From an optimization exercise on the open Yosys and OpenROAD flow, aimed at small area; shortcuts taken in it are not production practice. Function was checked by simulation only, so behaviour that the tests miss may differ from the original. No driver is modelled on the clock port, so clocking that relies on it looks cheaper here than on a real chip. No activity file was given, so power comes from the tool's default toggle rates.

$ cat flow/standard.sh
#!/bin/bash
# synth_recipe.tcl (not shown) runs the flow's synth.tcl, then flattens the netlist and writes it again
# the make line also repeats each setting of config.mk as NAME=value (left out here)
make -C /OpenROAD-flow-scripts/flow DESIGN_CONFIG=/design/flow/config.mk WORK_HOME=/design/flow/orfs CLKGATE_MAP_FILE= SYNTH_SCRIPT=/design/flow/synth_recipe.tcl "${@:-finish}"
$ cat flow/flow/leafsize.tcl
# Resize each leaf clock buffer (one that drives flip-flop clock pins) to the
# smallest clkbuf that keeps the slew at its flip-flop clock pins at or below
# LEAF_SLEW_TARGET (ns), then legalise the placement again.
proc leaf_worst_slew {pins} {
  set w 0.0
  foreach p $pins {
    foreach a {min max} { foreach e {rise fall} {
      set s [get_property $p slew_${a}_$e]
      if {$s > $w} { set w $s }
    }}
  }
  return $w
}
set target $::env(LEAF_SLEW_TARGET)
set sizes {sky130_fd_sc_hd__clkbuf_2 sky130_fd_sc_hd__clkbuf_4 sky130_fd_sc_hd__clkbuf_8 sky130_fd_sc_hd__clkbuf_16}
estimate_parasitics -placement
set nleaf 0
set changed 0
foreach inst [[ord::get_db_block] getInsts] {
  set m [[$inst getMaster] getName]
  if {![string match sky130_fd_sc_hd__clkbuf_* $m]} continue
  set onet [[$inst findITerm X] getNet]
  if {$onet eq "NULL"} continue
  set pins {}
  set leaf 1
  foreach it [$onet getITerms] {
    if {![$it isInputSignal] && ![$it isClocked]} { if {[$it getInst] eq $inst} continue }
    if {[$it getInst] eq $inst} continue
    set mt [$it getMTerm]
    if {[$mt getName] ne "CLK"} { set leaf 0; break }
    lappend pins [get_pins [[$it getInst] getName]/CLK]
  }
  if {!$leaf || [llength $pins] == 0} continue
  incr nleaf
  set name [$inst getName]
  set chosen $m
  foreach sz $sizes {
    replace_cell [get_cells $name] $sz
    if {[leaf_worst_slew $pins] <= $target} { set chosen $sz; break }
    set chosen $sz
  }
  if {$chosen ne $m} { incr changed }
}
puts "leafsize: $nleaf leaf buffers, $changed resized"
detailed_placement
check_placement -verbose
$ cat flow/design.v
module clock_div (
	input clk, reset,
	output reg [8:0] n
);
always @(posedge clk)
	if (reset)
		n <= 9'h1ff;
	else
		n <= n + 9'd1;
endmodule
module i2s_decode
	#(parameter RESOLUTION = 24)
(
	input clk,
	input [8:0] n,
	input data_in,
	input [RESOLUTION-1:0] word_L, word_R,
	output reg [RESOLUTION-1:0] data_out_L, data_out_R,
	output top
);
reg [RESOLUTION-1:0] sr;
wire [4:0] q = n[7:3];
wire shift = (n[2:0] == 3'd7) && (q >= 5'd1) && (q <= 5'd24);
wire take = (n[7:0] == 8'd7);
always @(posedge clk) begin
	if (take)
		sr <= n[8] ? word_L : word_R;
	else if (shift)
		sr <= {sr[RESOLUTION-2:0], data_in};
	if (take & ~n[8])
		data_out_L <= sr;
	if (take & n[8])
		data_out_R <= sr;
end
assign top = sr[RESOLUTION-1];
endmodule
module i2s_encode
(
	input clk,
	input [8:0] n,
	input top,
	output reg data_out
);
wire [4:0] q = n[7:3];
always @(posedge clk)
	if ((n[2:0] == 3'd3) && (q >= 5'd1) && (q <= 5'd24))
		data_out <= top;
endmodule
module clipping
	#(parameter RESOLUTION = 24, SHIFT = 6)
(
	input enable,
	input [RESOLUTION-1:0] data_in,
	output [RESOLUTION-1:0] data_out
);
assign data_out = enable ? (data_in << SHIFT) : data_in;
endmodule
module echo
	#(parameter W = 44, DEPTH = 128)
(
	input clk, reset, step, enable,
	input [7:0] n,
	input [W-1:0] push,
	output [W-1:0] delayed,
	output acc
);
reg [W*DEPTH-1:0] ring;
reg [6:0] ptr;
reg pending;
wire window = n[7] ^ (n[6:3] != 4'd0);	 
assign acc = pending & window & (n[6:0] == ptr);
assign delayed = ring[W*DEPTH-1 -: W];
always @(posedge clk) begin
	ring <= {ring[W*(DEPTH-1)-1:0], acc ? push : delayed};
	if (reset) begin
		pending <= 1'b0;
		ptr <= 7'd0;
	end else begin
		if (step)
			pending <= enable;
		else if (acc)
			pending <= 1'b0;
		ptr <= ptr + {6'd0, acc};
	end
end
endmodule
module effects
	#(parameter RESOLUTION = 24, BW = 22)
(
	input clk, ce_step, ce_flag, ce_load, own, acc, sw0,
	input [RESOLUTION-1:0] data_in,
	input [BW-1:0] delayed,
	output [BW-1:0] push,
	output reg [RESOLUTION-1:0] data_out
);
reg [BW-1:0] c;
reg flag;
wire [RESOLUTION-1:0] clip;
wire [RESOLUTION-1:0] base = ce_load ? clip : data_out;
clipping #(.RESOLUTION(RESOLUTION), .SHIFT(6)) clp (.enable(ce_step ? sw0 : flag), .data_in(data_in), .data_out(clip));
always @(posedge clk) begin
	if (ce_step)
		c <= clip[BW-1:0];
	if (ce_flag)
		flag <= sw0;
	data_out <= base + ((acc & own) ? {delayed, 2'b00} : {RESOLUTION{1'b0}});
end
assign push = own ? data_out[BW-1:0] : c;
endmodule
module audio_top
	#(parameter RESOLUTION = 24, ECHO_DEPTH = 128)
(
	input MCLK,
	input reset,
	input GPIO3,
	input [9:0] SW,
	output GPIO1, GPIO2, GPIO4,
	output [9:0] LEDR
	);
localparam BW = 22;	 
wire [8:0] n;
wire [RESOLUTION-1:0] data_L_in, data_R_in, effects_L_out, effects_R_out;
wire [BW-1:0] push_L, push_R, delayed_L, delayed_R;
wire acc, top;
clock_div clk0 (.clk(MCLK), .reset(reset), .n(n));
assign GPIO2 = ~n[2];	 
assign GPIO1 = ~n[8];	 
wire step = n[7:0] == 8'hff;
wire s0 = step & n[8];
wire s32 = step & ~n[8];
wire p1 = n == 9'd7;
wire p33 = n == 9'd263;
i2s_decode #(.RESOLUTION(RESOLUTION)) dec (.clk(MCLK), .n(n), .data_in(GPIO3),
	.word_L(effects_L_out), .word_R(effects_R_out),
	.data_out_L(data_L_in), .data_out_R(data_R_in), .top(top));
effects #(.RESOLUTION(RESOLUTION), .BW(BW)) eL1 (.clk(MCLK), .ce_step(s32), .ce_flag(s0), .ce_load(p33), .own(n[8]),
	.acc(acc), .sw0(SW[0]), .data_in(data_R_in), .delayed(delayed_L), .push(push_L), .data_out(effects_L_out));
effects #(.RESOLUTION(RESOLUTION), .BW(BW)) eR1 (.clk(MCLK), .ce_step(s0), .ce_flag(s32), .ce_load(p1), .own(~n[8]),
	.acc(acc), .sw0(SW[0]), .data_in(data_L_in), .delayed(delayed_R), .push(push_R), .data_out(effects_R_out));
echo #(.W(2*BW), .DEPTH(ECHO_DEPTH)) dl (.clk(MCLK), .reset(reset), .step(step), .enable(SW[1]), .n(n[7:0]),
	.push({push_L, push_R}), .delayed({delayed_L, delayed_R}), .acc(acc));
i2s_encode enc (.clk(MCLK), .n(n), .top(top), .data_out(GPIO4));
assign LEDR[9:1] = data_L_in[RESOLUTION-2:RESOLUTION-10];
assign LEDR[0] = data_L_in[0];
endmodule
$ cat flow/config.mk
export PLATFORM = sky130hd
export DESIGN_NAME = audio_top
export DESIGN_NICKNAME = audio_top
export VERILOG_FILES = /design/flow/design.v
export SDC_FILE = /design/flow/constraint.sdc
export NUM_CORES = 8
export LEC_CHECK = 0
export CAP_MARGIN = 20
export CORE_MARGIN = 2
export CORE_UTILIZATION = 40
export SLEW_MARGIN = 20
$ cat flow/flow/run.sh
#!/bin/bash
# The standard layout, except for the clock tree: TritonCTS builds it without
# dummy loads and with the sink clusters below, then flow/leafsize.tcl gives
# each leaf clock buffer the smallest size that keeps the slew at its
# flip-flop clock pins at or below LEAF_SLEW_TARGET.
set -euo pipefail
export CTS_ARGS="-sink_clustering_enable -repair_clock_nets -dont_use_dummy_load -buf_list sky130_fd_sc_hd__clkbuf_8 -sink_clustering_size 20 -sink_clustering_max_diameter 60"
export POST_CTS_TCL="$(pwd)/flow/leafsize.tcl"
export LEAF_SLEW_TARGET=0.12
bash standard.sh > standard.log 2>&1
$ cat flow/constraint.sdc
create_clock -name core_clock -period 40.0 [get_ports {MCLK}]
set_input_delay 8.0000 -clock core_clock [delete_from_list [all_inputs] [get_ports {MCLK}]]
set_output_delay 8.0000 -clock core_clock [all_outputs]
set_load 0.01 [all_outputs]
==> results of run 1 <==
-- per-layer routing --
metal	track usage [%]	vias to the layer above	wire length [um]
li1	-	21100	-
met4	3.87	6	5230
met1	14.1	19900	77400
met3	1.88	371	5770
met2	12.9	454	56000
met5	0	-	41
-- area by class of cell --
class                      count  area share, %
sequential                  5816           88.6
tap                         4100           3.86
multi-input combinational    709           3.71
clock buffer                 352           3.51
timing repair buffer          33          0.219
inverter                      24         0.0678
antenna                        8         0.0151
-- synth_stat cells, types with 2 or more instances --
cell / n
o21ai_0: 66
nor2b_1: 29
clkbuf_1: 36
nand3_1: 13
o31a_1: 2
nor3_1: 2
mux2_2: 53
xor2_1: 16
buf_1: 3
buf_4: 10
fa_1: 2
a21oi_1: 106
o21a_1: 8
inv_1: 23
mux2i_1: 31
and3_1: 44
o211ai_1: 3
o22ai_1: 2
and2_1: 17
buf_6: 2
mux2_1: 17
nor2_1: 62
o311ai_0: 2
buf_2: 9
o21bai_1: 9
nand2b_1: 10
dfxtp_1: 5693
a311o_1: 2
nand4_1: 8
ha_1: 49
nor4_1: 4
xnor2_1: 36
nand2_1: 70
edfxtp_1: 123
a31oi_1: 5
a211oi_1: 7
a21o_1: 16
-- power breakdown --
| part | switching, mW | internal, mW |
|---|---|---|
| clock | 1.54 | 0.765 |
| sequential | 0.0118 | 5.82 |
| combinational | 0.0487 | 0.0240 |
| total | 1.60 | 6.61 |
-- sequential cells by signal, summed over array words and instances (netlist names) --
signal,count
clk0.n,9
eL1.flag,1
dec.data_out_L,24
eR1.flag,1
dec.data_out_R,24
enc.data_out,1
dl.ring,5632
eL1.c,22
dl.ptr,7
eL1.data_out,24
eR1.data_out,24
dl.pending,1
eR1.c,22
dec.sr,24
-- through the flow --
stage               hold WS, ns  setup slack (ns)  area (sq um)  util, %
finish                    0.224             28.56        133000     43.4
global route              0.219             28.45        133000     43.4
detailed placement        0.312             27.66        128000     41.9
global placement          0.310             27.61        128000     41.9
floorplan                 0.310             28.78        123000        -
-- final timing paths --
check	from	end	slack, ns	cells after the start
hold reg to reg	dl.ring[3783]$_DFF_P_	dl.ring[3827]$_DFF_P_	0.22	0
setup reg to reg	clk0.n[6]$_SDFF_PP1_	eL1.data_out[20]$_DFF_P_	34.12	16
hold / removal	dl.ring[3783]$_DFF_P_	dl.ring[3827]$_DFF_P_	0.22	0
setup / recovery	SW[0]	eR1.data_out[23]$_DFF_P_	28.56	13
-- cell families after synthesis --
family / Yosys count / synth area share [%]
and+or+nand+nor: 266 / 1.09
DFF: 5816 / 95.7
AOI/OAI and AO/OA: 239 / 1.12
adders and majority gates: 51 / 0.531
buffers and inverters: 84 / 0.308
muxes: 101 / 0.893
xor gates and xnor gates: 52 / 0.370
==> impl_metrics.csv, run 1 <==
group,metric,value,unit
run_status,status,"finished clean",
routing,post_drt_wl_per_cell,13.1,um
sta,min_period,11.44,ns
routing,detail-route-antenna-nets,0,
clocking,cts_tree,"yes",
finish,final_cell_mix,"dfxtp_1 (5,692), clkbuf_8 (324), edfxtp_1 (123)",
logic_synthesis,synth_top_cell_by_area,"dfxtp_1",
power,ir_worst_vdd,0.0356,mV
logic_synthesis,synth_top_area_share,92.7,%
critical_path,cp_num_buf_inv,2,
critical_path,cp_top_family,"compound AO/OA/AOI/OAI gates",
routing,vias_per_cell,3.79,
routing,route.detailed.drc,0,
sta,fin_skew,0.125,ns
critical_path,crit_chain,"clkdlybuf4s50_1 -> mux2i_2 -> buf_4 -> mux2_2 -> mux2_1 -> ha_1 -> a211oi_1 -> nand2_1 -> o21ai_0 -> a21oi_1 -> a221oi_1 -> o21ai_0 -> xnor2_1",
clocking,insertion_delay,1.03,ns
die,io_pins,26,
sta,fin_tns_setup,0,ns
sta,period_share,28.6,%
critical_path,worstPathMaxFanout,24,
power,cellPowerDensity,61.8,mW/mm^2
clocking,cts.clk_slew.worst_paths,0.11,ns
routing,first_pass_iters,5,
global_routing,grt_pass1_vias,42700,
die,start_util,40.2,%
logic_synthesis,synth_edf_count,123,
die,die_width,558,um
logic_synthesis,yosysWarnings,5,
power,total_leakage_power,52.0,nW
sta,max-slew-margin-rel,26.7,%
placed_design,dp_hpwl,77.2,mm
global_routing,grt_max_degree,53,
sta,drv_slew,0,
sta,rsz0062_at_grt,"false",
die,die_area,0.312,sq mm
finish,final_common_cell,"dfxtp_1",
logic_synthesis,synth_area_leaders,"dfxtp_1 (93%), edfxtp_1 (3.0%), ha_1 (0.50%)",
finish,layout.nets,7000,
sta,finalSetupViolations,0,
critical_path,crit_type,"in2reg",
clocking,cts_sinks,5816,
critical_path,required,40.82,ns
die,num_rows,203,
logic_synthesis,yosys_register_bits,5816,
logic_synthesis,synth_cell_type_count,56,
placed_design,io_buffers,17,
logic_synthesis,synthArstFlopShare,0,%
flow_run,max-cap-violations,0,
logic_synthesis,syn_area_per_cell,18.6,sq um
finish,area_delta_synth_final,8.00,%
placed_design,place_inst,10700,
logic_synthesis,synth.net_count,6673,
critical_path,crit_path_start_kind,"input port",
sta,max_freq,87.4,MHz
finish,final_cells,11000,
critical_path,worst_setup_path_end_kind,"flop",
critical_path,crit_path_max_incr_delay,0.68,ns
logic_synthesis,yosysSeqAreaShare,95.7,%
global_routing,antenna_found_initial,8,
power,p_total,8.21,mW
global_routing,grt_remaining_overflow,0,
finish,drive_gt1_share,6.22,%
finish,multiInputGateArea,0.00492,sq mm
global_routing,track_usage,9.34,%
die,die_h,558,um
sta,worst_slew_pin_slew,1.09,ns
finish,seqCellArea,0.118,sq mm
logic_synthesis,syn_inst,6609,
routing,num_vias,41900,
die,core,0.306,sq mm
placed_design,place_congestion,0.725,
routing,drt_iter0_drc,1820,
logic_synthesis,synth_flop_cell,"dfxtp_1",
global_routing,grt_pass1_wl,235,mm
critical_path,arrival,12.26,ns
logic_synthesis,syn_area,0.123,sq mm
routing,routed_wl,144,mm
finish,nFillCells,26600,
critical_path,crit_top_cell,"o21ai_0",
critical_path,critPathSlowestCell,"a221oi_1",
sta,hold_viol_final,0,
worst_hold_path,hold_path.class,"reg2reg",
==> run 2, diff against run 1 <==
==> flow/flow/run.sh (replaced) <==
#!/bin/bash
# The standard layout, except for the clock tree: TritonCTS builds it without
# dummy loads and with the sink clusters below, then flow/leafsize.tcl gives
# each leaf clock buffer the smallest size that keeps the slew at its
# flip-flop clock pins at or below LEAF_SLEW_TARGET.
set -euo pipefail
export CTS_ARGS="-sink_clustering_enable -repair_clock_nets -dont_use_dummy_load -buf_list sky130_fd_sc_hd__clkbuf_4 -sink_clustering_size 12 -sink_clustering_max_diameter 40"
export POST_CTS_TCL="$(pwd)/flow/leafsize.tcl"
export LEAF_SLEW_TARGET=0.12
export BUFFER_PORTS_ARGS="-buffer_cell sky130_fd_sc_hd__buf_1"
bash standard.sh > standard.log 2>&1
--- a/flow/config.mk
+++ b/flow/config.mk
@@ -8,4 +8,5 @@
 export CAP_MARGIN = 20
 export CORE_MARGIN = 2
 export CORE_UTILIZATION = 40
+export PLACE_DENSITY = 0.8
 export SLEW_MARGIN = 20
==> run 2 against run 1 <==
Clock-buffer cell count is 234 higher. Die area unchanged. Critical path depth stayed put. Maximum frequency grew 4.4%. Non-clock buffer count unchanged. Largest power group unchanged.
==> impl_metrics.csv, run 2 <==
group,metric,value,unit
finish,final_cell_mix,"dfxtp_1 (5,692), clkbuf_4 (548), edfxtp_1 (123)",
clocking,cts.clk_slew.worst_paths,0.11,ns
global_routing,grt_pass1_wl,253,mm
placed_design,dp_hpwl,89.1,mm
logic_synthesis,yosysSeqAreaShare,95.7,%
routing,routed_wl,159,mm
sta,rsz0062_at_grt,"false",
routing,post_drt_wl_per_cell,14.1,um
critical_path,crit_path_max_incr_delay,0.60,ns
finish,final_common_cell,"dfxtp_1",
global_routing,grt_remaining_overflow,0,
logic_synthesis,syn_area,0.123,sq mm
critical_path,crit_top_cell,"o21ai_0",
routing,detail-route-antenna-nets,0,
critical_path,crit_path_start_kind,"input port",
flow_run,max-cap-violations,0,
sta,fin_skew,0.152,ns
global_routing,antenna_found_initial,10,
global_routing,track_usage,10.2,%
routing,first_pass_iters,4,
sta,max-slew-margin-rel,21.3,%
power,total_leakage_power,52.2,nW
logic_synthesis,synth_cell_type_count,56,
die,core,0.306,sq mm
clocking,cts_tree,"yes",
global_routing,grt_max_degree,50,
power,ir_worst_vdd,0.0362,mV
placed_design,place_ws,27.58,ns
logic_synthesis,synth_area_leaders,"dfxtp_1 (93%), edfxtp_1 (3.0%), ha_1 (0.50%)",
global_routing,grt_pass1_vias,45900,
finish,largest_register,"dl.ring",
critical_path,worstPathMaxFanout,18,
sta,drv_slew,0,
critical_path,required,41.21,ns
routing,vias_per_cell,3.78,
die,io_pins,26,
clocking,cts_sinks,5816,
logic_synthesis,yosys_register_bits,5816,
finish,seqCellArea,0.118,sq mm
sta,hold_viol_final,0,
logic_synthesis,synth_top_cell_by_area,"dfxtp_1",
finish,layout.nets,7234,
critical_path,worst_setup_path_end_kind,"flop",
run_status,status,"finished clean",
routing,drt_iter0_drc,1752,
finish,largest_reg_flops,5632,
logic_synthesis,synth.net_count,6673,
sta,fin_tns_setup,0,ns
sta,finalSetupViolations,0,
die,die_width,558,um
placed_design,io_buffers,17,
worst_hold_path,holdPathStages,0,
logic_synthesis,syn_inst,6609,
die,start_util,40.2,%
sta,whs,0.221,ns
routing,num_vias,42600,
critical_path,arrival,12.16,ns
logic_synthesis,synth_flop_cell,"dfxtp_1",
power,cellPowerDensity,61.6,mW/mm^2
die,die_area,0.312,sq mm
finish,multiInputGateArea,0.00493,sq mm
die,die_h,558,um
logic_synthesis,synth_top_area_share,92.7,%
sta,max_freq,91.3,MHz
logic_synthesis,synth_edf_count,123,
finish,nFillCells,25700,
finish,area_delta_synth_final,7.70,%
placed_design,place_congestion,0.757,
critical_path,crit_type,"in2reg",
routing,route.detailed.drc,0,
critical_path,crit_chain,"buf_1 -> mux2i_2 -> buf_4 -> mux2_2 -> mux2_1 -> ha_1 -> a211oi_1 -> nand2_1 -> o21ai_0 -> a21oi_1 -> a221oi_1 -> o21ai_0 -> xnor2_1",
logic_synthesis,synthTopCellsByCount,"dfxtp_1 (5,693), edfxtp_1 (123), a21oi_1 (106)",
logic_synthesis,yosysWarnings,5,
critical_path,r2r_cells,17,
worst_hold_path,hold_path.class,"reg2reg",
logic_synthesis,synthArstFlopShare,0,%
finish,drive_gt1_share,9.31,%
sta,worst_slew_pin_slew,1.17,ns
clocking,insertion_delay,1.30,ns
sta,period_share,27.4,%
critical_path,critPathSlowestCell,"a221oi_1",
sta,min_period,10.95,ns
die,num_rows,203,
sta,timing.final.ws_setup,29.05,ns
logic_synthesis,syn_area_per_cell,18.6,sq um
logic_synthesis,post-synth-top-count-cell,"dfxtp_1",
-- run 2: layer usage --
metal	track usage (%)	part of all wire, %	vias to the layer above
met3	2.59	4.3	325
met5	0	0.021	-
met1	14.0	49	19800
met4	3.63	2.5	6
li1	-	-	21800
met2	15.7	44	636
-- run 2: cells by family (layout without fill, tap and decap cells) --
kind of cell,count (synthesis),in the layout,share of synthesized area (%)
mux,101,101,0.893
other cells,0,14,0
xor+xnor,52,52,0.370
compound gates,239,239,1.12
flops,5816,5816,95.7
buf+inv,84,643,0.308
simple gates,266,266,1.09
fa+ha+maj,51,51,0.531
-- run 2: final cells by class --
cell class | instances | share of cell area (%)
Timing Repair Buffer | 33 | 0.139
Tap cell | 4100 | 3.87
Sequential cell | 5816 | 88.9
Clock buffer | 586 | 3.31
Multi-Input combinational cell | 709 | 3.72
Antenna cell | 14 | 0.0265
Inverter | 24 | 0.0680
-- run 2: per-stage QoR --
stage          total power [mW]  util (%)  cell area (sq um)  instances
2_1_floorplan              6.01         -             123000       6609
3_3_place_gp               6.04      41.9             128000      10700
3_5_place_dp               6.04      41.9             128000      10700
5_1_grt                    8.48      43.3             132000      11300
6_report                   8.15      43.3             132000      11300
-- run 2: power by group --
part / internal [mW] / switching, mW
Combinational: 0.0229 / 0.0461
Clock: 0.676 / 1.57
Sequential: 5.82 / 0.0134
-- run 2: worst paths after layout --
path,start,slack (ns),endpoint
hold reg to reg,dl.ring[3542]$_DFF_P_,0.22,dl.ring[3586]$_DFF_P_
setup / recovery,SW[0],29.05,eR1.data_out[23]$_DFF_P_
setup reg to reg,clk0.n[0]$_SDFF_PP1_,33.57,eR1.data_out[23]$_DFF_P_
hold / removal,dl.ring[3542]$_DFF_P_,0.22,dl.ring[3586]$_DFF_P_
-- run 2: critical path, delay by kind of cell --
family,cells,cell delay (ns)
mux,3,1.27
fa+ha+maj,1,0.38
buf+inv,2,0.58
compound gates,5,1.63
simple gates,1,0.10
xor+xnor,1,0.19
==> run 3, diff against run 2 <==
--- a/flow/config.mk
+++ b/flow/config.mk
@@ -8,5 +8,4 @@
 export CAP_MARGIN = 20
 export CORE_MARGIN = 2
 export CORE_UTILIZATION = 40
-export PLACE_DENSITY = 0.8
 export SLEW_MARGIN = 20
==> run 3 against run 2 <==
Critical endpoint unchanged. Synthesized cell count did not move. Largest cell class unchanged. Still clean on timing, DRC and antenna. Wire length is 3.0% lower. Final area is 0.12% higher. Clock-buffer cell count grew 33. Synthesized area did not move. Sequential share of layout area shrank 0.10 points. Via count up 2.2%.
==> impl_metrics.csv, run 3 <==
group,metric,value,unit
run_status,status,"finished clean",
logic_synthesis,yosys_register_bits,5816,
power,clkPwrFrac,27.7,%
critical_path,arrival,11.99,ns
critical_path,cp_num_buf_inv,2,
die,die_width,558,um
global_routing,track_usage,10.1,%
critical_path,required,41.24,ns
routing,routed_wl,154,mm
critical_path,worst_setup_path_end_kind,"flop",
routing,vias_per_cell,3.85,
logic_synthesis,syn_area,0.123,sq mm
routing,first_pass_iters,4,
global_routing,grt_remaining_overflow,0,
clocking,cts_sinks,5816,
finish,final_common_cell,"dfxtp_1",
power,internal_power,6.54,mW
logic_synthesis,synth.net_count,6673,
finish,largest_reg_flops,5632,
placed_design,io_buffers,17,
power,power.share.sequential,71.4,%
logic_synthesis,synthTopCellsByCount,"dfxtp_1 (5,693), edfxtp_1 (123), a21oi_1 (106)",
worst_hold_path,hold_path.class,"reg2reg",
finish,layout.nets,7268,
global_routing,antenna_found_initial,16,
logic_synthesis,syn_area_per_cell,18.6,sq um
sta,hold_viol_final,0,
critical_path,r2r_start,"clk0.n[6]$_SDFF_PP1_",
routing,route.detailed.drc,0,
global_routing,grt_pass1_wl,250,mm
sta,max-slew-margin-rel,30.8,%
critical_path,crit_chain,"buf_1 -> mux2i_2 -> buf_4 -> mux2_2 -> mux2_1 -> ha_1 -> nand4_1 -> nor4_1 -> nor2_1 -> a21oi_1 -> a221oi_1 -> o21ai_0 -> xnor2_1",
placed_design,dp_hpwl,85.3,mm
finish,drive_gt1_share,9.71,%
routing,drt_iter0_drc,1477,
power,p_sw,1.63,mW
critical_path,crit_path_max_incr_delay,0.80,ns
sta,fin_skew,0.204,ns
finish,final_cell_area,0.133,sq mm
placed_design,placed_area,0.128,sq mm
die,num_rows,203,
sta,min_period,10.76,ns
placed_design,place_congestion,0.731,
logic_synthesis,yosysSeqAreaShare,95.7,%
logic_synthesis,syn_inst,6609,
power,p_sw_share,20.0,%
worst_hold_path,hold_start,"dl.ring[303]$_DFF_P_",
die,die_h,558,um
flow_run,max-cap-violations,0,
logic_synthesis,synth_flop_cell,"dfxtp_1",
logic_synthesis,synthArstFlopShare,0,%
logic_synthesis,synth_area_leaders,"dfxtp_1 (93%), edfxtp_1 (3.0%), ha_1 (0.50%)",
logic_synthesis,synth_edf_count,123,
critical_path,crit_path_start_kind,"input port",
global_routing,grt_max_degree,53,
logic_synthesis,yosysWarnings,5,
finish,area_delta_synth_final,7.82,%
critical_path,critPathSlowestCell,"a221oi_1",
clocking,cts_tree,"yes",
power,total_leakage_power,52.3,nW
logic_synthesis,synth_cell_type_count,56,
sta,max_freq,93.0,MHz
sta,worst_slew_pin_slew,1.03,ns
routing,post_drt_wl_per_cell,13.6,um
worst_hold_path,holdPathStages,0,
critical_path,cp_top_family,"compound AO/OA/AOI/OAI gates",
sta,finalSetupViolations,0,
die,start_util,40.2,%
power,cellPowerDensity,61.7,mW/mm^2
power,ir_worst_vdd,0.0334,mV
sta,rsz0062_at_grt,"false",
sta,drv_slew,0,
critical_path,worstPathMaxFanout,24,
critical_path,cp-startpoint,"SW[0]",
finish,largest_register,"dl.ring",
sta,period_share,26.9,%
critical_path,crit_cells,13,
die,die_area,0.312,sq mm
finish,final_cell_mix,"dfxtp_1 (5,692), clkbuf_4 (541), edfxtp_1 (123)",
logic_synthesis,synth_top_area_share,92.7,%
logic_synthesis,post-synth-top-count-cell,"dfxtp_1",
power,power_frac_comb,0.9,%
die,core,0.306,sq mm
routing,detail-route-antenna-nets,0,
die,io_pins,26,
global_routing,grt_pass1_vias,45800,
sta,fin_tns_setup,0,ns
logic_synthesis,synth_top_cell_by_area,"dfxtp_1",
routing,num_vias,43500,
clocking,cts.clk_slew.worst_paths,0.11,ns
critical_path,r2r_cells,17,
clocking,insertion_delay,1.42,ns
critical_path,crit_type,"in2reg",
[run 3: cell type report]
cell class	instances	area, sq um
diodes	9	22.5
clock buffers	619	4550
fillers	26800	173000
inverters	24	90.1
multi-input cells	709	4920
flip-flops and latches	5816	118000
well taps	4100	5130
repair buffers	34	191
[run 3: cell families (layout without fill, tap and decap cells)]
group / Yosys count / in the layout / share of synthesized area, %
and+or+nand+nor: 266 / 266 / 1.09
muxes: 101 / 101 / 0.893
other: 0 / 9 / 0
xor gates and xnor gates: 52 / 52 / 0.370
adders and majority gates: 51 / 51 / 0.531
AOI/OAI and AO/OA: 239 / 239 / 1.12
DFF: 5816 / 5816 / 95.7
buffers and inverters: 84 / 677 / 0.308
[run 3: per-layer routing]
layer  part of all wire, %  wire [um]  global-route usage, %  vias up
met2                    41      63400                   14.5      718
met5                 0.061         94                      0        -
met3                   4.9       7540                   2.59      448
met1                    50      77700                   14.2    20500
li1                      -          -                      -    21900
met4                   3.7       5640                   4.66       16
[run 3: worst reg2reg max path: stages (launching register included)]
cell and delay [ns]:
dfxtp_1 0.43, nor4_1 0.38, xor2_1 0.13, or4_2 0.56, buf_4 0.31, inv_2 0.60
buf_4 0.50, and3_1 0.24, ha_1 0.20, inv_1 0.06, fa_1 0.41, nor2b_1 0.19
o2111ai_1 0.22, a31o_2 0.33, a21o_1 0.23, o311ai_0 0.59, a21oi_1 0.18, xnor2_1 0.15
[run 3: final timing paths]
path | slack (ns) | endpoint
setup / recovery | 29.24 | eR1.data_out[23]$_DFF_P_
hold / removal | 0.23 | dl.ring[347]$_DFF_P_
setup reg to reg | 34.09 | eL1.data_out[20]$_DFF_P_
hold reg to reg | 0.23 | dl.ring[347]$_DFF_P_
[run 3: power groups by stage]
stage	Sequential [mW]	Clock, mW	Combinational, mW
floorplan	5.96	0	0.0488
global placement	5.97	0	0.0780
detailed placement	5.97	0	0.0775
global route	5.84	2.66	0.0835
finish	5.83	2.27	0.0745
[run 3: through the flow]
step	hold slack [ns]	utilization (%)	setup WS (ns)	instances	total power [mW]
2_1_floorplan	0.310	-	28.78	6609	6.01
3_5_place_dp	0.312	41.9	27.85	10700	6.04
5_1_grt	0.202	43.3	29.12	11300	8.58
3_3_place_gp	0.310	41.9	27.81	10700	6.05
6_report	0.226	43.4	29.24	11300	8.18
==> run 4, diff against run 3 <==
--- a/flow/flow/run.sh
+++ b/flow/flow/run.sh
@@ -6,6 +6,6 @@
 set -euo pipefail
 export CTS_ARGS="-sink_clustering_enable -repair_clock_nets -dont_use_dummy_load -buf_list sky130_fd_sc_hd__clkbuf_4 -sink_clustering_size 12 -sink_clustering_max_diameter 40"
 export POST_CTS_TCL="$(pwd)/flow/leafsize.tcl"
-export LEAF_SLEW_TARGET=0.12
+export LEAF_SLEW_TARGET=0.115
 export BUFFER_PORTS_ARGS="-buffer_cell sky130_fd_sc_hd__buf_1"
 bash standard.sh > standard.log 2>&1
--- a/flow/config.mk
+++ b/flow/config.mk
@@ -8,4 +8,5 @@
 export CAP_MARGIN = 20
 export CORE_MARGIN = 2
 export CORE_UTILIZATION = 40
+export PLACE_DENSITY = 0.8
 export SLEW_MARGIN = 20
==> run 4 against run 3 <==
Die area unchanged. Flip-flop and latch count unchanged. Sequential share of layout area decreased by 0.11 points. First-iteration DRC count is 22% higher. Worst hold slack got worse by 0.019 ns. Via count decreased by 2.3%. Wire length rose by 3.6%. Synthesized area stayed put. Synthesized cell count did not move. Non-clock buffer count decreased by 1. Cell count is 0.27% lower. Still clean on timing, DRC and antenna. Sequential power hardly changed.
==> impl_metrics.csv, run 4 <==
group,metric,value,unit
run_status,status,"finished clean",
routing,detail-route-antenna-nets,0,
die,num_rows,203,
die,die_area,0.312,sq mm
logic_synthesis,yosysSeqAreaShare,95.7,%
finish,final_cells,11300,
die,die_width,558,um
placed_design,place_congestion,0.757,
logic_synthesis,synth_cell_type_count,56,
finish,final_common_cell,"dfxtp_1",
global_routing,grt_pass1_wl,254,mm
sta,max-slew-margin-rel,22.2,%
logic_synthesis,synth_edf_count,123,
die,io_pins,26,
routing,post_drt_wl_per_cell,14.2,um
critical_path,arrival,12.14,ns
global_routing,antenna_found_initial,11,
finish,final_cell_mix,"dfxtp_1 (5,692), clkbuf_4 (500), edfxtp_1 (123)",
routing,routed_wl,160,mm
sta,hold_viol_final,0,
logic_synthesis,synth_top_area_share,92.7,%
logic_synthesis,synth.net_count,6673,
power,p_total,8.21,mW
logic_synthesis,synth_top_cell_by_area,"dfxtp_1",
critical_path,cp_top_family,"compound AO/OA/AOI/OAI gates",
logic_synthesis,synthArstFlopShare,0,%
die,die_h,558,um
routing,route.detailed.drc,0,
logic_synthesis,yosysWarnings,5,
critical_path,crit_top_cell,"o21ai_0",
sta,period_share,27.4,%
power,cellPowerDensity,61.9,mW/mm^2
power,ir_worst_vdd,0.0362,mV
critical_path,cp_num_buf_inv,2,
finish,layout.nets,7234,
sta,timing.final.ws_setup,29.04,ns
logic_synthesis,yosys_register_bits,5816,
logic_synthesis,synth_area_leaders,"dfxtp_1 (93%), edfxtp_1 (3.0%), ha_1 (0.50%)",
sta,worst_slew_pin_slew,1.16,ns
finish,drive_gt1_share,9.31,%
routing,num_vias,42500,
logic_synthesis,syn_area_per_cell,18.6,sq um
finish,area_delta_synth_final,7.96,%
sta,fin_skew,0.166,ns
clocking,cts_tree,"yes",
finish,nFillCells,25700,
finish,largest_reg_flops,5632,
global_routing,grt_max_degree,50,
logic_synthesis,syn_area,0.123,sq mm
die,core,0.306,sq mm
sta,whs,0.208,ns
sta,rsz0062_at_grt,"false",
critical_path,crit_path_start_kind,"input port",
sta,finalSetupViolations,0,
clocking,cts.clk_slew.worst_paths,0.11,ns
placed_design,place_inst,10700,
flow_run,max-cap-violations,0,
critical_path,crit_path_max_incr_delay,0.60,ns
finish,final_cell_area,0.133,sq mm
critical_path,crit_type,"in2reg",
logic_synthesis,syn_inst,6609,
global_routing,grt_remaining_overflow,0,
finish,largest_register,"dl.ring",
placed_design,io_buffers,17,
critical_path,worst_setup_path_end_kind,"flop",
finish,post-route-util,43.4,%
die,start_util,40.2,%
placed_design,dp_hpwl,89.1,mm
critical_path,critPathSlowestCell,"a221oi_1",
logic_synthesis,synthTopCellsByCount,"dfxtp_1 (5,693), edfxtp_1 (123), a21oi_1 (106)",
clocking,insertion_delay,1.31,ns
critical_path,required,41.18,ns
placed_design,place_ws,27.58,ns
critical_path,worstPathMaxFanout,18,
placed_design,placed_area,0.128,sq mm
sta,min_period,10.96,ns
sta,max_freq,91.2,MHz
routing,vias_per_cell,3.77,
global_routing,track_usage,10.3,%
critical_path,crit_chain,"buf_1 -> mux2i_2 -> buf_4 -> mux2_2 -> mux2_1 -> ha_1 -> a211oi_1 -> nand2_1 -> o21ai_0 -> a21oi_1 -> a221oi_1 -> o21ai_0 -> xnor2_1",
sta,fin_tns_setup,0,ns
power,total_leakage_power,52.3,nW
routing,drt_iter0_drc,1805,
global_routing,grt_pass1_vias,46000,
clocking,cts_sinks,5816,
logic_synthesis,post-synth-top-count-cell,"dfxtp_1",
sta,drv_slew,0,
routing,first_pass_iters,4,
worst_hold_path,hold_path.class,"reg2reg",
logic_synthesis,synth_flop_cell,"dfxtp_1",
==> run 4: cell counts after synthesis <==
Identical to the previous run, type by type.
==> run 4: kinds of logic after synthesis <==
| kind of cell | count (synthesis) | share of synthesized area (%) |
|---|---|---|
| flops | 5816 | 95.7 |
| fa+ha+maj | 51 | 0.531 |
| mux | 101 | 0.893 |
| xor+xnor | 52 | 0.370 |
| simple gates | 266 | 1.09 |
| compound gates | 239 | 1.12 |
| buf+inv | 84 | 0.308 |
==> run 4: final cells by class <==
class                           count  area (sq um)  area share [%]
Clock buffer                      586          4710            3.55
Inverter                           24          90.1          0.0679
Timing Repair Buffer               33           184           0.139
Antenna cell                       12          30.0          0.0226
Sequential cell                  5816        118000            88.6
Tap cell                         4100          5130            3.86
Multi-Input combinational cell    709          4930            3.71
==> run 4: power breakdown <==
| group | switching [mW] | internal [mW] |
|---|---|---|
| Combinational | 0.0461 | 0.0229 |
| Sequential | 0.0135 | 5.82 |
| Clock | 1.58 | 0.731 |
==> run 4: worst paths after layout <==
path	to	start	depth (start not counted)	slack, ns
max	eR1.data_out[23]$_DFF_P_	SW[0]	13	29.04
min	dl.ring[3586]$_DFF_P_	dl.ring[3542]$_DFF_P_	0	0.21
max reg2reg	eR1.data_out[23]$_DFF_P_	clk0.n[0]$_SDFF_PP1_	17	33.59
min reg2reg	dl.ring[3586]$_DFF_P_	dl.ring[3542]$_DFF_P_	0	0.21
==> run 4: per-layer routing <==
| metal | track usage (%) | routed length [um] | vias up |
|---|---|---|---|
| met5 | 0 | 54 | - |
| met4 | 3.60 | 4050 | 8 |
| met3 | 2.61 | 6700 | 334 |
| met2 | 15.8 | 70600 | 638 |
| met1 | 14.0 | 78500 | 19800 |
| li1 | - | - | 21800 |
==> run 4: worst register-to-register path: stages (launching register included) <==
cell and delay (ns):
dfxtp_1 0.41, ha_1 0.27, nand2_1 0.16, nor2_1 0.20, and3_1 0.29, ha_2 0.83
mux2i_2 0.68, buf_4 0.46, mux2_2 0.41, mux2_1 0.32, ha_1 0.38, a211oi_1 0.37
nand2_1 0.10, o21ai_0 0.20, a21oi_1 0.15, a221oi_1 0.60, o21ai_0 0.29, xnor2_1 0.19
==> run 5, diff against run 4 <==
--- a/flow/flow/run.sh
+++ b/flow/flow/run.sh
@@ -6,6 +6,5 @@
 set -euo pipefail
 export CTS_ARGS="-sink_clustering_enable -repair_clock_nets -dont_use_dummy_load -buf_list sky130_fd_sc_hd__clkbuf_4 -sink_clustering_size 12 -sink_clustering_max_diameter 40"
 export POST_CTS_TCL="$(pwd)/flow/leafsize.tcl"
-export LEAF_SLEW_TARGET=0.115
-export BUFFER_PORTS_ARGS="-buffer_cell sky130_fd_sc_hd__buf_1"
+export LEAF_SLEW_TARGET=0.12
 bash standard.sh > standard.log 2>&1
--- a/flow/config.mk
+++ b/flow/config.mk
@@ -8,5 +8,4 @@
 export CAP_MARGIN = 20
 export CORE_MARGIN = 2
 export CORE_UTILIZATION = 40
-export PLACE_DENSITY = 0.8
 export SLEW_MARGIN = 20
==> run 5 against run 4 <==
Still clean. Flip-flop and latch count did not move. Die area did not move. Clock power fell by 2%. Power fell by 0.54%. Utilization barely moved. Synthesized area did not move. Cell count rose by 0.29%. Non-clock buffer count did not move. Critical path type unchanged. Critical endpoint unchanged.
==> impl_metrics.csv, run 5 <==
group,metric,value,unit
run_status,status,"finished clean",
finish,largest_register,"dl.ring",
routing,met1Wirelength,76.8,mm
critical_path,cp-endpoint,"eR1.data_out[23]$_DFF_P_",
power,ir_worst_vdd,0.0319,mV
finish,layout.nets,7259,
sta,drv_slew,0,
finish,post-route-util,43.4,%
logic_synthesis,synth.net_count,6673,
die,core,0.306,sq mm
critical_path,crit_chain,"clkdlybuf4s50_1 -> mux2i_2 -> buf_4 -> mux2_2 -> mux2_1 -> ha_1 -> a211oi_1 -> nand2_1 -> o21ai_0 -> a21oi_1 -> a221oi_1 -> o21ai_0 -> xnor2_1",
placed_design,place_inst,10700,
sta,finalSetupViolations,0,
sta,worst_slew_pin_slew,1.06,ns
critical_path,crit_type,"in2reg",
logic_synthesis,synth_edf_count,123,
finish,drive_gt1_share,9.59,%
placed_design,io_buffers,17,
logic_synthesis,syn_inst,6609,
worst_hold_path,hold_path.class,"reg2reg",
critical_path,cp_num_buf_inv,2,
die,die_width,558,um
power,total_leakage_power,52.3,nW
clocking,cts.clk_slew.worst_paths,0.10,ns
finish,area_delta_synth_final,7.89,%
finish,final_cell_mix,"dfxtp_1 (5,692), clkbuf_4 (546), edfxtp_1 (123)",
sta,period_share,27.8,%
routing,num_vias,43500,
routing,vias_per_cell,3.84,
routing,highest_layer,"met5",
logic_synthesis,synthArstFlopShare,0,%
placed_design,dp_hpwl,77.2,mm
logic_synthesis,synth_cell_type_count,56,
global_routing,grt_pass1_wl,242,mm
routing,detail-route-antenna-nets,0,
global_routing,grt_pass1_vias,45400,
finish,nFillCells,26700,
die,start_util,40.2,%
clocking,cts_tree,"yes",
logic_synthesis,yosysSeqAreaShare,95.7,%
logic_synthesis,synth_top_area_share,92.7,%
global_routing,grt_remaining_overflow,0,
sta,min_period,11.11,ns
logic_synthesis,yosys_register_bits,5816,
clocking,insertion_delay,1.42,ns
sta,rsz0062_at_grt,"false",
critical_path,crit_cells,13,
critical_path,cp_top_family,"compound AO/OA/AOI/OAI gates",
critical_path,crit_path_max_incr_delay,0.67,ns
die,io_pins,26,
logic_synthesis,synth_area_leaders,"dfxtp_1 (93%), edfxtp_1 (3.0%), ha_1 (0.50%)",
die,num_rows,203,
global_routing,track_usage,9.61,%
critical_path,required,41.10,ns
sta,fin_tns_setup,0,ns
logic_synthesis,synthTopCellsByCount,"dfxtp_1 (5,693), edfxtp_1 (123), a21oi_1 (106)",
critical_path,r2r_start,"clk0.n[6]$_SDFF_PP1_",
critical_path,worst_setup_path_end_kind,"flop",
routing,post_drt_wl_per_cell,13.0,um
logic_synthesis,syn_area,0.123,sq mm
routing,first_pass_iters,5,
critical_path,timing.rr.end,"eL1.data_out[20]$_DFF_P_",
critical_path,rrSetupSlack,33.97,ns
critical_path,crit_top_cell,"o21ai_0",
logic_synthesis,syn_area_per_cell,18.6,sq um
logic_synthesis,synth_flop_cell,"dfxtp_1",
sta,fin_skew,0.222,ns
routing,route.detailed.drc,0,
clocking,cts_sinks,5816,
sta,whs,0.211,ns
routing,met2_length,57.4,mm
logic_synthesis,post-synth-top-count-cell,"dfxtp_1",
finish,largest_reg_flops,5632,
sta,max_freq,90.0,MHz
critical_path,cp-startpoint,"SW[0]",
flow_run,max-cap-violations,0,
critical_path,arrival,12.21,ns
critical_path,r2r_cells,16,
global_routing,antenna_found_initial,11,
logic_synthesis,synth_top_cell_by_area,"dfxtp_1",
finish,final_cells,11300,
placed_design,place_congestion,0.725,
routing,routed_wl,147,mm
worst_hold_path,hold_start,"dl.ring[5244]$_DFF_P_",
critical_path,crit_path_start_kind,"input port",
finish,final_common_cell,"dfxtp_1",
logic_synthesis,yosysWarnings,5,
die,die_area,0.312,sq mm
critical_path,worstPathMaxFanout,24,
sta,hold_viol_final,0,
global_routing,grt_max_degree,53,
power,cellPowerDensity,61.6,mW/mm^2
sta,max-slew-margin-rel,28.4,%
die,die_h,558,um
critical_path,critPathSlowestCell,"a221oi_1",
routing,drt_iter0_drc,1668,
routing,wl_met3,7.81,mm
==> run 5: cell count changes in the layout (fill, tap and decap cells not counted), sizes merged <==
cell / before / now
clkdlybuf4s50: 0 / 17
clkbuf: 586 / 611
diode: 12 / 20
buf: 33 / 16
==> run 5: area by class of cell <==
cell class / instances / area, sq um / share of cell area (%)
Multi-Input combinational cell: 709 / 4920 / 3.71
Tap cell: 4100 / 5130 / 3.87
Clock buffer: 611 / 4500 / 3.39
Antenna cell: 20 / 50.0 / 0.0377
Sequential cell: 5816 / 118000 / 88.7
Inverter: 24 / 90.1 / 0.0679
Timing Repair Buffer: 33 / 290 / 0.219
==> run 5: logic make-up after synthesis <==
| family | count (synthesis) | synth area share [%] |
|---|---|---|
| DFF | 5816 | 95.7 |
| and+or+nand+nor | 266 | 1.09 |
| AOI/OAI and AO/OA | 239 | 1.12 |
| muxes | 101 | 0.893 |
| buffers and inverters | 84 | 0.308 |
| xor gates and xnor gates | 52 | 0.370 |
| adders and majority gates | 51 | 0.531 |
==> run 5: per-stage QoR <==
step	setup slack (ns)	total power [mW]	cell area (sq um)
floorplan	28.78	6.01	123000
detailed placement	27.66	6.05	128000
global placement	27.61	6.05	128000
finish	28.89	8.17	133000
global route	28.80	8.56	133000
==> run 5: metal layers <==
layer	up-vias	global-route usage [%]
li1	21900	-
met1	20400	14.1
met2	718	13.1
met3	448	2.58
met4	8	4.46
met5	-	0
==> run 5: worst min path at each step <==
stage | cells after the start | slack [ns] | end
finish | 0 | 0.21 | dl.ring[5288]$_DFF_P_
detailed placement | 0 | 0.31 | dl.ring[1109]$_DFF_P_
global placement | 0 | 0.31 | dl.ring[5027]$_DFF_P_
floorplan | 0 | 0.31 | dl.ring[1000]$_DFF_P_
global route | 0 | 0.19 | dl.ring[5094]$_DFF_P_
==> run 5: report_power, final <==
group	total, mW	internal, mW	leakage [nW]	switching (mW)
Combinational	0.0727	0.0240	2.56	0.0487
Sequential	5.84	5.82	46.9	0.0118
Clock	2.26	0.688	2.81	1.57
Total	8.17	6.54	52.3	1.63
==> run 6, diff against run 5 <==
==> flow/flow/run.sh (replaced) <==
#!/bin/bash
# Own layout flow: the standard flow with three changes.
# 1. Synthesis: the standard flow's synthesis script unchanged, except that the final ABC
#    technology mapping uses flow/abc_area.script (area-oriented amap) and the
#    adders are not pre-mapped to half/full-adder cells (ADDER_MAP_FILE empty),
#    so ABC maps them too. Registers are untouched by either.
# 2. Port buffers are buf_1.
# 3. Clock tree: TritonCTS without dummy loads, clkbuf_4 leaf clusters, then
#    flow/leafsize.tcl gives each leaf clock buffer the smallest size that
#    keeps the slew at its flip-flop clock pins at or below LEAF_SLEW_TARGET.
set -euo pipefail
here=$(pwd)
{
  echo 'proc abc {args} {'
  echo '  set i [lsearch -exact $args -script]'
  echo "  if {\$i >= 0} { lset args [expr {\$i + 1}] $here/flow/abc_area.script }"
  echo '  yosys abc {*}$args'
  echo '}'
  cat synth_recipe.tcl
} > synth_area.tcl
make -C "$FLOW_HOME" DESIGN_CONFIG="$here/config.mk" WORK_HOME="$here/orfs" CLKGATE_MAP_FILE= SYNTH_SCRIPT="$here/synth_area.tcl" synth > synth.log 2>&1
export BUFFER_PORTS_ARGS="-buffer_cell sky130_fd_sc_hd__buf_1"
export CTS_ARGS="-sink_clustering_enable -repair_clock_nets -dont_use_dummy_load -buf_list sky130_fd_sc_hd__clkbuf_4 -sink_clustering_size 12 -sink_clustering_max_diameter 40"
export POST_CTS_TCL="$here/flow/leafsize.tcl"
export LEAF_SLEW_TARGET=0.12
bash standard.sh > standard.log 2>&1
==> flow/flow/abc_area.script (new file) <==
strash
dc2
dch -f
amap
topo
==> run 6 against run 5 <==
Critical path type unchanged. Critical endpoint is now eL1.data_out[22]$_DFF_P_. Worst setup slack got worse by 0.90 ns. Worst hold slack worse by 0.065 ns. Non-clock buffer count grew 3. Still clean on timing, DRC and antenna. Clock power about the same. Global-route usage hardly changed.
==> impl_metrics.csv, run 6 <==
group,metric,value,unit
routing,post_drt_wl_per_cell,13.1,um
logic_synthesis,synthArstFlopShare,0,%
placed_design,dp_hpwl,78.9,mm
finish,post-route-util,43.5,%
finish,layout.nets,7239,
critical_path,worstPathMaxFanout,28,
logic_synthesis,synth_cell_type_count,35,
sta,max_freq,83.3,MHz
routing,first_pass_iters,5,
logic_synthesis,yosysWarnings,5,
critical_path,required,41.14,ns
finish,largest_reg_flops,5632,
routing,route.detailed.drc,0,
global_routing,grtUsageMet1,14.0,%
global_routing,grt_pass1_vias,45000,
power,total_leakage_power,51.9,nW
die,num_rows,202,
logic_synthesis,synth_top_cell_by_area,"dfxtp_1",
critical_path,rrSetupSlack,31.87,ns
sta,period_share,30.0,%
routing,detail-route-antenna-nets,0,
global_routing,met2_usage,13.0,%
routing,routed_wl,146,mm
sta,finalSetupViolations,0,
global_routing,top_usage_layer,"met1",
logic_synthesis,syn_area,0.122,sq mm
logic_synthesis,synth.net_count,6589,
logic_synthesis,synth_edf_count,123,
placed_design,place_congestion,0.729,
die,die_area,0.309,sq mm
logic_synthesis,synth_top_area_share,93.5,%
placed_design,placed_area,0.127,sq mm
logic_synthesis,syn_area_per_cell,18.7,sq um
power,cellPowerDensity,61.9,mW/mm^2
worst_hold_path,hold_path.class,"reg2reg",
critical_path,timing.rr.end,"eL1.data_out[22]$_DFF_P_",
finish,drive_gt1_share,9.08,%
global_routing,grt_max_degree,49,
clocking,insertion_delay,1.39,ns
sta,fin_tns_setup,0,ns
global_routing,grt_remaining_overflow,0,
die,io_pins,26,
logic_synthesis,post-synth-top-count-cell,"dfxtp_1",
worst_hold_path,holdPathStages,0,
sta,worst_slew_pin_slew,0.992,ns
power,p_total,8.15,mW
clocking,cts_sinks,5816,
logic_synthesis,synth_flop_cell,"dfxtp_1",
logic_synthesis,syn_inst,6525,
clocking,cts.clk_slew.worst_paths,0.08,ns
critical_path,crit_path_max_incr_delay,0.41,ns
logic_synthesis,yosys_register_bits,5816,
critical_path,crit_path_start_kind,"input port",
critical_path,crit_type,"in2reg",
critical_path,worst_setup_path_end_kind,"flop",
routing,drt_iter0_drc,1571,
sta,min_period,12.01,ns
run_status,status,"finished clean",
logic_synthesis,synth_area_leaders,"dfxtp_1 (93%), edfxtp_1 (3.0%), ha_1 (0.50%)",
sta,rsz0062_at_grt,"false",
logic_synthesis,synthTopCellsByCount,"dfxtp_1 (5,693), edfxtp_1 (123), nor2_1 (120)",
critical_path,critPathSlowestCell,"a311oi_1",
finish,largest_register,"dl.ring",
flow_run,max-cap-violations,0,
finish,area_delta_synth_final,7.99,%
finish,final_common_cell,"dfxtp_1",
global_routing,track_usage,9.59,%
logic_synthesis,yosysSeqAreaShare,96.5,%
sta,hold_viol_final,0,
critical_path,crit_top_cell,"nor2_1",
placed_design,io_buffers,17,
finish,final_cell_area,0.132,sq mm
power,ir_worst_vdd,0.0285,mV
sta,fin_skew,0.246,ns
die,die_width,556,um
routing,num_vias,43200,
global_routing,grt_pass1_wl,238,mm
sta,timing.final.ws_setup,27.99,ns
worst_hold_path,hold_start,"dl.ring[1262]$_DFF_P_",
global_routing,met3_usage,2.50,%
global_routing,antenna_found_initial,11,
die,die_h,556,um
critical_path,r2r_start,"clk0.n[8]$_SDFF_PP1_",
placed_design,place_ws,26.67,ns
finish,final_cell_mix,"dfxtp_1 (5,692), clkbuf_4 (541), edfxtp_1 (123)",
die,start_util,40.2,%
sta,max-slew-margin-rel,33.9,%
sta,drv_slew,0,
die,core,0.303,sq mm
critical_path,arrival,13.15,ns
routing,vias_per_cell,3.87,
clocking,cts_tree,"yes",
critical_path,r2r_cells,37,
worst_hold_path,hold_path_end,"dl.ring[1306]$_DFF_P_",
run 6: changes by cell type in the layout (fill, tap and decap cells not counted), sizes merged, moves of 28 or more:
cell / change
and3: -42
a22oi: +70
nor2: +58
o21ai: -28
clkinv: +109
xnor2: -36
mux2i: -31
o22ai: +48
a21oi: -55
mux2: -70
o22a: +65
run 6: worst max path at each step:
stage	start	to	slack, ns	cells past startpoint
2_1_floorplan	SW[0]	eL1.data_out[23]$_DFF_P_	27.14	30
3_3_place_gp	SW[0]	eL1.data_out[22]$_DFF_P_	26.36	36
3_5_place_dp	SW[0]	eL1.data_out[22]$_DFF_P_	26.67	35
5_1_grt	SW[0]	eL1.data_out[23]$_DFF_P_	27.63	33
6_report	SW[0]	eL1.data_out[22]$_DFF_P_	27.99	35
run 6: logic make-up after synthesis:
| group | synth area share, % |
|---|---|
| AO/OA/AOI/OAI | 1.87 |
| adder cells (fa/ha/maj) | 0.536 |
| buffers and inverters | 0.403 |
| flip-flops | 96.5 |
| AND/OR/NAND/NOR | 0.699 |
run 6: layout make-up:
type | instances | area (sq um)
timing repair buffer | 36 | 226
clock buffer | 622 | 4550
sequential | 5816 | 118000
multi-input combinational | 588 | 3830
antenna | 9 | 22.5
fill | 26300 | 171000
inverter | 111 | 417
tap | 3978 | 4980
run 6: layer usage:
layer  share of wire, %  up-vias
li1                   -    21800
met5              0.028        -
met3                5.1      456
met1                 53    20100
met2                 38      735
met4                3.7        6
run 6: stage by stage:
stage / hold slack, ns / cells
floorplan: 0.310 / 6525
global placement: 0.309 / 10500
detailed placement: 0.312 / 10500
global route: 0.138 / 11200
finish: 0.146 / 11200
run 6: power by group:
| group | internal [mW] | total, mW | leakage (nW) | switching (mW) |
|---|---|---|---|---|
| combinational | 0.0146 | 0.0564 | 1.91 | 0.0418 |
| clock | 0.692 | 2.26 | 2.85 | 1.57 |
| sequential | 5.82 | 5.83 | 47.1 | 0.00818 |
run 6: critical path: cells and delay by family:
kind | cells | cell delay [ns]
compound gates | 12 | 2.10
fa+ha+maj | 2 | 0.41
buf+inv | 6 | 1.01
simple gates | 15 | 1.59
==> run 7, diff against run 6 <==
--- a/flow/flow/run.sh
+++ b/flow/flow/run.sh
@@ -18,9 +18,9 @@
   echo '}'
   cat synth_recipe.tcl
 } > synth_area.tcl
-make -C "$FLOW_HOME" DESIGN_CONFIG="$here/config.mk" WORK_HOME="$here/orfs" CLKGATE_MAP_FILE= SYNTH_SCRIPT="$here/synth_area.tcl" synth > synth.log 2>&1
+make -C "$FLOW_HOME" DESIGN_CONFIG="$here/config.mk" WORK_HOME="$here/orfs" CLKGATE_MAP_FILE= ADDER_MAP_FILE= SYNTH_SCRIPT="$here/synth_area.tcl" synth > synth.log 2>&1
 export BUFFER_PORTS_ARGS="-buffer_cell sky130_fd_sc_hd__buf_1"
 export CTS_ARGS="-sink_clustering_enable -repair_clock_nets -dont_use_dummy_load -buf_list sky130_fd_sc_hd__clkbuf_4 -sink_clustering_size 12 -sink_clustering_max_diameter 40"
 export POST_CTS_TCL="$here/flow/leafsize.tcl"
-export LEAF_SLEW_TARGET=0.12
+export LEAF_SLEW_TARGET=0.124
 bash standard.sh > standard.log 2>&1
==> run 7 against run 6 <==
Still clean. Sequential share of layout area is 0.22 points higher. Die area down 0.14%. Wire length rose by 1.2%. First-iteration DRC count grew 0.83%. Worst hold slack gained 0.083 ns. Synthesized cell count rose by 1.5%. Worst setup slack got worse by 0.13 ns. Final area shrank 0.24%. Critical path type unchanged. Critical endpoint is now eL1.data_out[23]$_DFF_P_. Largest power group unchanged.
==> impl_metrics.csv, run 7 <==
group,metric,value,unit
placed_design,dp_hpwl,77.7,mm
critical_path,crit_cells,34,
finish,final_cell_mix,"dfxtp_1 (5,693), clkbuf_4 (545), nor2_1 (197)",
logic_synthesis,synth.net_count,6635,
critical_path,rrSetupSlack,31.43,ns
logic_synthesis,synthTopCellsByCount,"dfxtp_1 (5,693), nor2_1 (203), nand2_1 (127)",
die,die_area,0.309,sq mm
die,io_pins,26,
logic_synthesis,synth_edf_count,123,
finish,largest_reg_flops,5632,
critical_path,timing.rr.end,"eL1.data_out[23]$_DFF_P_",
global_routing,track_usage,9.70,%
routing,route.detailed.drc,0,
critical_path,cp_num_buf_inv,5,
global_routing,antenna_found_initial,14,
finish,largest_register,"dl.ring",
die,num_rows,202,
placed_design,placed_area,0.127,sq mm
finish,area_delta_synth_final,7.88,%
routing,post_drt_wl_per_cell,13.2,um
critical_path,crit_path_max_incr_delay,0.35,ns
logic_synthesis,syn_area_per_cell,18.4,sq um
finish,drive_gt1_share,8.75,%
critical_path,critPathSlowestCell,"buf_4",
global_routing,grt_max_degree,58,
logic_synthesis,syn_area,0.122,sq mm
placed_design,place_inst,10600,
worst_hold_path,hold_path.class,"reg2reg",
global_routing,grt_pass1_vias,45700,
routing,vias_per_cell,3.87,
global_routing,grt_remaining_overflow,0,
sta,hold_viol_final,0,
clocking,cts_tree,"yes",
routing,first_pass_iters,4,
critical_path,cp-startpoint,"SW[0]",
critical_path,worst_setup_path_end_kind,"flop",
clocking,cts.clk_slew.worst_paths,0.10,ns
die,die_h,556,um
run_status,status,"finished clean",
finish,final_cells,11200,
critical_path,r2r_cells,46,
sta,fin_tns_setup,0,ns
critical_path,required,41.22,ns
finish,final_common_cell,"dfxtp_1",
routing,drt_iter0_drc,1584,
logic_synthesis,synthArstFlopShare,0,%
logic_synthesis,synth_top_cell_by_area,"dfxtp_1",
power,ir_worst_vdd,0.0321,mV
die,die_width,556,um
sta,finalSetupViolations,0,
finish,final_cell_area,0.131,sq mm
routing,detail-route-antenna-nets,0,
sta,max_freq,82.4,MHz
placed_design,place_congestion,0.729,
critical_path,arrival,13.36,ns
sta,worst_slew_pin_slew,1.11,ns
finish,layout.nets,7269,
sta,drv_slew,0,
logic_synthesis,synth_cell_type_count,37,
sta,period_share,30.3,%
critical_path,crit_path_start_kind,"input port",
logic_synthesis,post-synth-top-count-cell,"dfxtp_1",
die,start_util,40.2,%
sta,min_period,12.14,ns
flow_run,max-cap-violations,0,
die,core,0.303,sq mm
placed_design,io_buffers,17,
sta,rsz0062_at_grt,"false",
critical_path,cp_top_family,"compound AO/OA/AOI/OAI gates",
finish,nFillCells,26600,
sta,fin_skew,0.202,ns
critical_path,cp-endpoint,"eL1.data_out[23]$_DFF_P_",
global_routing,grt_pass1_wl,242,mm
critical_path,r2r_start,"clk0.n[1]$_SDFF_PP1_",
logic_synthesis,syn_inst,6622,
critical_path,crit_top_cell,"nor2_1",
clocking,cts_sinks,5816,
power,p_total,8.12,mW
logic_synthesis,synth_flop_cell,"dfxtp_1",
clocking,insertion_delay,1.44,ns
sta,max-slew-margin-rel,25.7,%
logic_synthesis,synth_top_area_share,93.6,%
power,total_leakage_power,51.1,nW
logic_synthesis,synth_area_leaders,"dfxtp_1 (94%), edfxtp_1 (3.0%), nor2_1 (0.63%)",
critical_path,worstPathMaxFanout,31,
logic_synthesis,yosysSeqAreaShare,96.6,%
critical_path,crit_type,"in2reg",
routing,num_vias,43500,
logic_synthesis,yosys_register_bits,5816,
logic_synthesis,yosysWarnings,5,
routing,routed_wl,148,mm
power,cellPowerDensity,61.8,mW/mm^2
==> run 7: cell count changes in the layout (fill, tap and decap cells not counted), moves of 6 or more <==
| cell | change |
|---|---|
| a31oi_1 | +62 |
| o22a_1 | -38 |
| nor2_1 | +79 |
| o21ai_0 | -12 |
| a22oi_1 | -64 |
| ha_1 | -47 |
| nor2b_1 | +71 |
| o22ai_1 | -11 |
| clkbuf_2 | -11 |
| nand2_1 | +74 |
| clkbuf_8 | -6 |
| a21o_1 | -6 |
| clkinv_1 | -37 |
==> run 7: worst min path at each step <==
stage / from / end / slack, ns / cells after the start
after detailed placement: dl.ring[1123]$_DFF_P_ / dl.ring[1167]$_DFF_P_ / 0.31 / 0
final: dl.ring[2366]$_DFF_P_ / dl.ring[2410]$_DFF_P_ / 0.23 / 0
after global placement: dl.ring[1488]$_DFF_P_ / dl.ring[1532]$_DFF_P_ / 0.31 / 0
after floorplan: dl.ring[956]$_DFF_P_ / dl.ring[1000]$_DFF_P_ / 0.31 / 0
after global routing: dl.ring[2374]$_DFF_P_ / dl.ring[2418]$_DFF_P_ / 0.23 / 0
==> run 7: through the flow <==
step	hold WS, ns	setup WS [ns]	util (%)
2_1_floorplan	0.310	26.92	-
3_3_place_gp	0.310	25.99	41.9
3_5_place_dp	0.312	26.40	41.9
5_1_grt	0.231	27.24	43.4
6_report	0.229	27.86	43.4
==> run 7: kinds of logic after synthesis <==
kind of cell           share of synthesized area (%)
AND/OR/NAND/NOR                                 1.66
AO/OA/AOI/OAI                                   1.38
flip-flops                                      96.6
XOR/XNOR                                      0.0503
buffers and inverters                          0.284
==> run 7: area by class of cell <==
class,instances,area [sq um],share of cell area [%]
antenna,10,25.0,0.0190
sequential,5816,118000,89.6
tap,3978,4980,3.79
timing repair buffer,33,184,0.140
clock buffer,609,4440,3.38
inverter,72,270,0.206
multi-input combinational,724,3800,2.90
==> run 7: power breakdown <==
part / leakage, nW / switching [mW] / internal, mW
Sequential: 47.0 / 0.00528 / 5.82
Combinational: 1.32 / 0.0333 / 0.00950
Clock: 2.78 / 1.57 / 0.677
Total: 51.1 / 1.61 / 6.50
==> run 7: layer usage <==
layer | share of wire [%] | GRT usage, % | wire length [um] | up-vias
met5 | 0.032 | 0 | 47 | -
met4 | 3.8 | 4.76 | 5620 | 8
met3 | 4.5 | 2.34 | 6610 | 497
met2 | 40 | 13.6 | 58800 | 688
met1 | 52 | 14.0 | 76900 | 20300
li1 | - | - | - | 22000
==> run 8, diff against run 7 <==
--- a/flow/flow/run.sh
+++ b/flow/flow/run.sh
@@ -22,5 +22,5 @@
 export BUFFER_PORTS_ARGS="-buffer_cell sky130_fd_sc_hd__buf_1"
 export CTS_ARGS="-sink_clustering_enable -repair_clock_nets -dont_use_dummy_load -buf_list sky130_fd_sc_hd__clkbuf_4 -sink_clustering_size 12 -sink_clustering_max_diameter 40"
 export POST_CTS_TCL="$here/flow/leafsize.tcl"
-export LEAF_SLEW_TARGET=0.124
+export LEAF_SLEW_TARGET=0.128
 bash standard.sh > standard.log 2>&1
==> run 8 against run 7 <==
Still clean on timing, DRC and antenna. Wire length is essentially flat. Clock skew is the same. Utilization barely moved. Via count about the same. Clock power barely moved. Non-clock buffer count did not move. Die area did not move. Cell count unchanged. Flip-flop and latch count stayed put. Critical endpoint unchanged. Largest cell class unchanged.
==> impl_metrics.csv, run 8 <==
group,metric,value,unit
sta,fin_tns_setup,0,ns
clocking,cts.clk_slew.worst_paths,0.10,ns
global_routing,grt_pass1_wl,242,mm
logic_synthesis,syn_area,0.122,sq mm
critical_path,cp_num_buf_inv,5,
global_routing,grt_pass1_vias,45700,
clocking,insertion_delay,1.44,ns
die,start_util,40.2,%
sta,min_period,12.14,ns
critical_path,crit_path_max_incr_delay,0.36,ns
finish,drive_gt1_share,8.75,%
critical_path,worst_setup_path_end_kind,"flop",
logic_synthesis,yosys_register_bits,5816,
placed_design,place_congestion,0.729,
power,total_leakage_power,51.1,nW
die,die_area,0.309,sq mm
worst_hold_path,hold_path.class,"reg2reg",
logic_synthesis,synth_top_cell_by_area,"dfxtp_1",
routing,wl_met3,6.63,mm
critical_path,worstPathMaxFanout,31,
sta,rsz0062_at_grt,"false",
routing,post_drt_wl_per_cell,13.2,um
finish,final_cell_mix,"dfxtp_1 (5,693), clkbuf_4 (545), nor2_1 (197)",
finish,largest_register,"dl.ring",
logic_synthesis,yosysSeqAreaShare,96.6,%
logic_synthesis,synth_cell_type_count,37,
logic_synthesis,syn_area_per_cell,18.4,sq um
sta,hold_viol_final,0,
die,core,0.303,sq mm
routing,num_vias,43500,
sta,max_freq,82.3,MHz
routing,drt_iter0_drc,1557,
routing,vias_per_cell,3.87,
critical_path,required,41.22,ns
routing,highest_layer,"met5",
routing,route.detailed.drc,0,
die,io_pins,26,
finish,layout.nets,7269,
critical_path,arrival,13.37,ns
logic_synthesis,post-synth-top-count-cell,"dfxtp_1",
placed_design,dp_hpwl,77.7,mm
global_routing,track_usage,9.70,%
global_routing,antenna_found_initial,14,
flow_run,max-cap-violations,0,
sta,fin_skew,0.202,ns
logic_synthesis,yosysWarnings,5,
critical_path,crit_top_cell,"nor2_1",
sta,period_share,30.4,%
routing,met2_length,58.8,mm
sta,worst_slew_pin_slew,1.11,ns
sta,max-slew-margin-rel,25.7,%
finish,area_delta_synth_final,7.86,%
placed_design,io_buffers,17,
sta,whs,0.229,ns
power,p_total,8.11,mW
finish,nFillCells,26600,
clocking,cts_sinks,5816,
run_status,status,"finished clean",
logic_synthesis,synth_area_leaders,"dfxtp_1 (94%), edfxtp_1 (3.0%), nor2_1 (0.63%)",
routing,routed_wl,148,mm
logic_synthesis,synth_edf_count,123,
global_routing,grt_max_degree,58,
routing,met1Wirelength,76.9,mm
die,num_rows,202,
finish,largest_reg_flops,5632,
die,die_h,556,um
critical_path,crit_path_start_kind,"input port",
logic_synthesis,synthArstFlopShare,0,%
finish,final_common_cell,"dfxtp_1",
clocking,cts_tree,"yes",
logic_synthesis,syn_inst,6622,
logic_synthesis,synth_flop_cell,"dfxtp_1",
critical_path,cp_top_family,"compound AO/OA/AOI/OAI gates",
power,ir_worst_vdd,0.0321,mV
power,cellPowerDensity,61.8,mW/mm^2
sta,drv_slew,0,
critical_path,crit_type,"in2reg",
logic_synthesis,synthTopCellsByCount,"dfxtp_1 (5,693), nor2_1 (203), nand2_1 (127)",
critical_path,critPathSlowestCell,"buf_4",
global_routing,grt_remaining_overflow,0,
die,die_width,556,um
logic_synthesis,synth.net_count,6635,
routing,detail-route-antenna-nets,0,
sta,finalSetupViolations,0,
logic_synthesis,synth_top_area_share,93.6,%
routing,first_pass_iters,4,
## run 8: cell counts after synthesis
Identical to the previous run, type by type.
## run 8: worst reg2reg max path: cells and delay by family, from the launching register on
| kind | cells | cell delay [ns] |
|---|---|---|
| buffers and inverters | 9 | 1.96 |
| DFF | 1 | 0.40 |
| and+or+nand+nor | 24 | 3.47 |
| AOI/OAI and AO/OA | 13 | 2.65 |
## run 8: per-stage QoR
step,cells,util [%],setup slack [ns],instance area [sq um]
global placement,10600,41.9,25.99,127000
finish,11200,43.4,27.86,131000
global route,11200,43.4,27.24,131000
floorplan,6622,-,26.92,122000
detailed placement,10600,41.9,26.40,127000
## run 8: cell families (layout without fill, tap and decap cells)
kind of cell,after synthesis,count (layout),share of synthesized area (%)
flip-flops,5816,5816,96.6
AND/OR/NAND/NOR,457,457,1.66
AO/OA/AOI/OAI,260,260,1.38
buffers and inverters,82,714,0.284
XOR/XNOR,7,7,0.0503
other,0,10,0
## run 8: final timing paths
path	start	to	slack, ns	depth (start not counted)
hold reg to reg	dl.ring[2366]$_DFF_P_	dl.ring[2410]$_DFF_P_	0.23	0
setup / recovery	SW[0]	eL1.data_out[23]$_DFF_P_	27.86	34
setup reg to reg	clk0.n[1]$_SDFF_PP1_	eL1.data_out[23]$_DFF_P_	31.42	46
hold / removal	dl.ring[2366]$_DFF_P_	dl.ring[2410]$_DFF_P_	0.23	0
## run 8: per-layer routing
layer  vias to the layer above  GRT usage, %
li1                      22000             -
met1                     20300          13.9
met2                       689          13.6
met3                       500          2.34
met4                         8          4.75
met5                         -             0
## run 8: final cells by class
cell class / count / area [sq um] / share of cell area (%)
clock buffers: 609 / 4410 / 3.36
inverters: 72 / 270 / 0.206
repair buffers: 33 / 184 / 0.140
flip-flops and latches: 5816 / 118000 / 89.6
multi-input cells: 724 / 3800 / 2.90
well taps: 3978 / 4980 / 3.79
diodes: 10 / 25.0 / 0.0191
## run 8: power by group
part / leakage [nW] / internal, mW / switching [mW]
Sequential: 47.0 / 5.82 / 0.00527
Combinational: 1.32 / 0.00950 / 0.0333
Clock: 2.77 / 0.673 / 1.57
Total: 51.1 / 6.50 / 1.61

Re-timed with assumed drivers on the ports (clkbuf_16 on the clock, buf_2 on other inputs), run 8 has 27.830 ns of setup slack against 27.856 ns with ideal ports, and 26.415 ns once port delays also move by the mid clock arrival of 1.415 ns.
